Source: an optimization exercise on an open RTL-to-GDS flow (aim: small area and a short achievable clock period). Production flows keep margins and buffers that such runs may drop. In this exercise RTL edits were held to simulation tests only and were not proved equivalent to the original.

==> wip/delta: inputs <==
Design Integrator, start of the top module:
module Integrator
          (clk,
           reset,
           In,
           Out);
  input   clk;
  input   reset;
  input   signed [21:0] In;
  output  signed [21:0] Out;
  reg  [20:0] x1;    
  reg  [20:0] v;     
  reg         vc;    
  reg  [21:0] y1;    
  reg  [21:0] y2;    
  wire [20:0] x = In[20:0];
  wire ts0, tc0;
  Integrator_xnor1 u_fa0s (.a(~v[1]), .b(~v[5]), .y(ts0));
  Integrator_or1 u_fa0c (.a(~v[1]), .b(~v[5]), .y(tc0));
  wire ts1, tc1;
  Integrator_fa u_fa1 (.a(~v[2]), .b(~v[6]), .c(tc0), .s(ts1), .co(tc1));
  wire ts2, tc2;
  Integrator_fa u_fa2 (.a(~v[0]), .b(~v[3]), .c(~v[7]), .s(ts2), .co(tc2));
  wire ts3, tc3;
  Integrator_xnor1 u_fa3s (.a(~v[1]), .b(~v[4]), .y(ts3));
  Integrator_or1 u_fa3c (.a(~v[1]), .b(~v[4]), .y(tc3));
  wire ts4, tc4;
  Integrator_fa u_fa4 (.a(~v[8]), .b(tc2), .c(ts3), .s(ts4), .co(tc4));
  wire ts5, tc5;
  Integrator_fa u_fa5 (.a(v[0]), .b(~v[2]), .c(~v[5]), .s(ts5), .co(tc5));
  wire ts6, tc6;
  Integrator_fa u_fa6 (.a(~v[9]), .b(tc3), .c(ts5), .s(ts6), .co(tc6));
  wire ts7, tc7;
  Integrator_fa u_fa7 (.a(v[1]), .b(~v[10]), .c(~v[3]), .s(ts7), .co(tc7));
  wire ts8, tc8;
  Integrator_fa u_fa8 (.a(~v[6]), .b(tc5), .c(ts7), .s(ts8), .co(tc8));
  wire ts9, tc9;
  Integrator_fa u_fa9 (.a(v[2]), .b(x1[0]), .c(~v[11]), .s(ts9), .co(tc9));
  wire ts10, tc10;
  Integrator_fa u_fa10 (.a(~v[4]), .b(~v[7]), .c(tc7), .s(ts10), .co(tc10));
  wire ts11, tc11;
  Integrator_fa u_fa11 (.a(ts9), .b(tc8), .c(ts10), .s(ts11), .co(tc11));
  wire ts12, tc12;
  Integrator_fa u_fa12 (.a(v[3]), .b(x1[1]), .c(~v[12]), .s(ts12), .co(tc12));
  wire ts13, tc13;
  Integrator_fa u_fa13 (.a(~v[5]), .b(~v[8]), .c(tc9), .s(ts13), .co(tc13));
  wire ts14, tc14;
  Integrator_fa u_fa14 (.a(ts12), .b(tc10), .c(ts13), .s(ts14), .co(tc14));
  wire ts15, tc15;
  ...
==> flow/config.mk <==
export PLATFORM = sky130hd
export DESIGN_NAME = Integrator
export DESIGN_NICKNAME = Integrator
export VERILOG_FILES = /design/flow/design.v
export SDC_FILE = /design/flow/constraint.sdc
export NUM_CORES = 4
export LEC_CHECK = 0
export CAP_MARGIN = 20
export CORE_MARGIN = 2
export CORE_UTILIZATION = 40
export CTS_BUF_LIST = sky130_fd_sc_hd__clkbuf_4 sky130_fd_sc_hd__clkbuf_8
export CTS_CLUSTER_DIAMETER = 100
export CTS_CLUSTER_SIZE = 30
export PLACE_DENSITY = 0.85
export SETUP_SLACK_MARGIN = 4
export SLEW_MARGIN = 20
export SYNTH_HIERARCHICAL = 1
export SYNTH_MINIMUM_KEEP_SIZE = 0
==> flow/constraint.sdc <==
create_clock -name core_clock -period 14.0 [get_ports {clk}]
set_input_delay 2.8000 -clock core_clock [delete_from_list [all_inputs] [get_ports {clk}]]
set_output_delay 2.8000 -clock core_clock [all_outputs]
set_load 0.01 [all_outputs]
standard.sh (not shown) runs the stock make flow with config.mk's settings and CLKGATE_MAP_FILE= SYNTH_SCRIPT=/design/flow/synth_recipe.tcl, a recipe that flattens the netlist after the stock synthesis.
==> flow/flow/run.sh <==
#!/bin/bash
# Layout flow: the standard synthesis and ORFS layout (standard.sh) with
# these changes to how the layout is made:
#  - the input and output ports get plain buffer cells (buffer_ports
#    -buffer_cell) instead of the delay cells buffer_ports picks by itself;
#  - clock tree synthesis adds no dummy loads (-dont_use_dummy_load); the
#    other CTS arguments are the ones ORFS builds from config.mk;
#  - between synthesis and floorplan, resize.tcl sizes a few gates by the
#    synthesized netlist's timing (and-or-invert gates off the critical paths
#    down, inverters and gates with several loads on them up); registers untouched.
# Each step's full output goes to a log file here (ORFS keeps its own per-step
# logs under orfs/logs).
set -euo pipefail
export BUFFER_PORTS_ARGS="-buffer_cell sky130_fd_sc_hd__buf_2"
export CTS_ARGS="-sink_clustering_enable -repair_clock_nets -sink_clustering_size 30 -sink_clustering_max_diameter 100 -buf_list {sky130_fd_sc_hd__clkbuf_4 sky130_fd_sc_hd__clkbuf_8} -dont_use_dummy_load"
bash standard.sh synth > run_synth.log 2>&1
RESULTS="$PWD/orfs/results/$FLOW_PLATFORM/Integrator/base"
# the liberty files the flow uses
LIBS=$(make -s -C "$FLOW_HOME" DESIGN_CONFIG="$PWD/config.mk" WORK_HOME="$PWD/orfs" print-LIB_FILES 2>/dev/null | sed -n "s/^LIB_FILES: *//p" || true)
[ -n "$LIBS" ] || LIBS="$FLOW_HOME/platforms/$FLOW_PLATFORM/lib/sky130_fd_sc_hd__tt_025C_1v80.lib"
{ for l in $LIBS; do echo "read_liberty $l"; done; cat flow/resize.tcl; } > resize_run.tcl
RESULTS="$RESULTS" openroad -no_init -exit resize_run.tcl > run_resize.log 2>&1
bash standard.sh > run_layout.log 2>&1
==> flow/flow/resize.tcl <==
# Size a few gates by the synthesized netlist's timing (no wires yet):
# and-or-invert gates off the critical paths go to their smallest size, and
# inverters and two-input gates with several loads on the critical paths go
# one size up.
read_db $::env(RESULTS)/1_synth.odb
read_sdc $::env(RESULTS)/1_synth.sdc
set wns [expr {[sta::worst_slack_cmd max] * 1e9}]
set down 0
set up 0
# cell -> {bigger cell, minimum loads, slack window}
array set upsize {
  sky130_fd_sc_hd__inv_1    {sky130_fd_sc_hd__inv_2    2 0.3}
  sky130_fd_sc_hd__nor2_1   {sky130_fd_sc_hd__nor2_2   3 0.2}
  sky130_fd_sc_hd__nand2_1  {sky130_fd_sc_hd__nand2_2  3 0.2}
  sky130_fd_sc_hd__o21ai_1  {sky130_fd_sc_hd__o21ai_2  3 0.2}
}
foreach inst [get_cells -hierarchical *] {
  set ref [get_property $inst ref_name]
  set name [get_property $inst full_name]
  if {$ref eq "sky130_fd_sc_hd__a21oi_2"} {
    set s [get_property [get_pins $name/Y] slack_max]
    if {$s > $wns + 0.35} {
      replace_cell $inst [get_lib_cells */sky130_fd_sc_hd__a21oi_1]
      incr down
    }
  } elseif {[info exists upsize($ref)]} {
    lassign $upsize($ref) big minloads window
    set pin [get_pins $name/Y]
    set loads [llength [get_pins -of_objects [get_nets -of_objects $pin] -filter "direction==input"]]
    set s [get_property $pin slack_max]
    if {$loads >= $minloads && $s < $wns + $window} {
      replace_cell $inst [get_lib_cells */$big]
      incr up
    }
  }
}
puts "wns $wns: $down gates sized down, $up gates sized up"
write_db $::env(RESULTS)/1_synth.odb
==> wip/amber (differences from wip/delta) <==
--- a/flow/flow/run.sh
+++ b/flow/flow/run.sh
@@ -8,5 +8,5 @@
 #  - between synthesis and floorplan, resize.tcl sizes a few gates by the
 #    synthesized netlist's timing (and-or-invert gates off the critical paths
-#    down, inverters and gates with several loads on them up); registers untouched.
+#    down, inverters with three or more loads on them up); registers untouched.
 # Each step's full output goes to a log file here (ORFS keeps its own per-step
 # logs under orfs/logs).
==> flow/flow/resize.tcl (replaced) <==
# Size a few gates by the synthesized netlist's timing (no wires yet):
# and-or-invert gates off the critical paths go to their smallest size, and
# inverters with three or more loads on the critical paths go one size up.
read_db $::env(RESULTS)/1_synth.odb
read_sdc $::env(RESULTS)/1_synth.sdc
set wns [sta::worst_slack_cmd max]
set down 0
set up 0
foreach inst [get_cells -hierarchical *] {
  set ref [get_property $inst ref_name]
  set name [get_property $inst full_name]
  if {$ref eq "sky130_fd_sc_hd__a21oi_2"} {
    set s [get_property [get_pins $name/Y] slack_max]
    if {$s > $wns * 1e9 + 0.35} {
      replace_cell $inst [get_lib_cells */sky130_fd_sc_hd__a21oi_1]
      incr down
    }
  } elseif {$ref eq "sky130_fd_sc_hd__inv_1"} {
    set pin [get_pins $name/Y]
    set loads [llength [get_pins -of_objects [get_nets -of_objects $pin] -filter "direction==input"]]
    set s [get_property $pin slack_max]
    if {$loads >= 3 && $s < $wns * 1e9 + 0.2} {
      replace_cell $inst [get_lib_cells */sky130_fd_sc_hd__inv_2]
      incr up
    }
  }
}
puts "wns $wns: $down gates sized down, $up inverters sized up"
write_db $::env(RESULTS)/1_synth.odb
==> wip/juniper (differences from wip/delta) <==
--- a/flow/flow/resize.tcl
+++ b/flow/flow/resize.tcl
@@ -10,8 +10,8 @@
 # cell -> {bigger cell, minimum loads, slack window}
 array set upsize {
-  sky130_fd_sc_hd__inv_1    {sky130_fd_sc_hd__inv_2    2 0.3}
+  sky130_fd_sc_hd__inv_1    {sky130_fd_sc_hd__inv_2    2 0.5}
   sky130_fd_sc_hd__nor2_1   {sky130_fd_sc_hd__nor2_2   3 0.2}
   sky130_fd_sc_hd__nand2_1  {sky130_fd_sc_hd__nand2_2  3 0.2}
-  sky130_fd_sc_hd__o21ai_1  {sky130_fd_sc_hd__o21ai_2  3 0.2}
+  sky130_fd_sc_hd__o21ai_1  {sky130_fd_sc_hd__o21ai_2  2 0.3}
 }
 foreach inst [get_cells -hierarchical *] {
==> wip/maple (differences from wip/delta) <==
==> flow/flow/run.sh (replaced) <==
#!/bin/bash
# Layout flow: the standard synthesis and ORFS layout (standard.sh) with two
# changes to how the layout is made:
#  - the input and output ports get plain buffer cells (buffer_ports
#    -buffer_cell) instead of the delay cells buffer_ports picks by itself;
#  - clock tree synthesis adds no dummy loads (-dont_use_dummy_load); the
#    other CTS arguments are the ones ORFS builds from config.mk.
# Each step's full output goes to a log file here (ORFS keeps its own per-step
# logs under orfs/logs).
set -euo pipefail
export BUFFER_PORTS_ARGS="-buffer_cell sky130_fd_sc_hd__buf_2"
export CTS_ARGS="-sink_clustering_enable -repair_clock_nets -sink_clustering_size 30 -sink_clustering_max_diameter 100 -buf_list {sky130_fd_sc_hd__clkbuf_4 sky130_fd_sc_hd__clkbuf_8} -dont_use_dummy_load"
bash standard.sh synth > run_synth.log 2>&1
bash standard.sh > run_layout.log 2>&1
removed: flow/flow/resize.tcl
==> qor summary <==
quantity	wip/maple	wip/amber	wip/juniper	wip/delta
Result of the run	finished clean	finished clean	finished clean	finished clean
Non-filler instance count after layout	765	765	764	765
Filler cell count	1391	1378	1430	1387
Via count	3570	3520	3571	3553
Non-Clock Buffer Area Fraction	0.0333	0.0335	0.0335	0.0335
DP Wirelength	10200 µm	9910 µm	10200 µm	10400 µm
Area fraction of clock buffers and clock inverters	0.0178	0.0179	0.0179	0.0179
Total met2 wirelength after detailed routing	6290 µm	6020 µm	6300 µm	6230 µm
Startpoint of the lowest-slack hold path	y1[13]$_DFF_PP0_	y1[12]$_DFF_PP0_	y1[11]$_DFF_PP0_	y1[12]$_DFF_PP0_
Die span in x	131 µm	131 µm	131 µm	131 µm
Antenna violations before repair	1	1	0	1
Die height	131 µm	131 µm	131 µm	131 µm
Initial Utilization	0.409	0.407	0.408	0.407
Total cell area at the placement stage	0.00681 mm²	0.00677 mm²	0.00679 mm²	0.00677 mm²
Final worst setup slack	4.56 ns	4.67 ns	4.65 ns	4.62 ns
Mean number of vias per cell	4.67	4.60	4.67	4.64
Area growth from synthesis to final layout	7.17%	7.21%	7.15%	7.21%
GR met3 Demand/Resource	0.0332	0.0387	0.0403	0.0334
Routed wire length	12100 µm	11800 µm	12100 µm	12200 µm

afterwards: timing with drivers on the ports:
Ports are ideal in the flow. The routed layouts listed here were re-timed in OpenROAD.
Step 1, drivers: a clkbuf_16 drives clk and a buf_2 each remaining input, both assumed.
Step 2 also shifts input and output timing later by t, the mid clock arrival at the registers, as if the neighbouring blocks saw the same clock.
Three values: no drivers, after step 1, after step 2; two values: the first two.
| run | t, ns | slack for setup (ns) | latest minus earliest clock arrival (ns) |
|---|---|---|---|
| wip/delta | 0.397 | 4.617 / 4.587 / 4.587 | 0.030 / 0.029 |
| wip/amber | 0.396 | 4.671 / 4.644 / 4.644 | 0.027 / 0.027 |
| wip/juniper | 0.395 | 4.646 / 4.613 / 4.613 | 0.034 / 0.034 |
| wip/maple | 0.386 | 4.564 / 4.543 / 4.543 | 0.032 / 0.031 |
After both steps every run listed still meets setup and hold. The setup slack of wip/juniper, which loses most, moves by -0.033 ns with the drivers and by -0.033 ns with both steps.
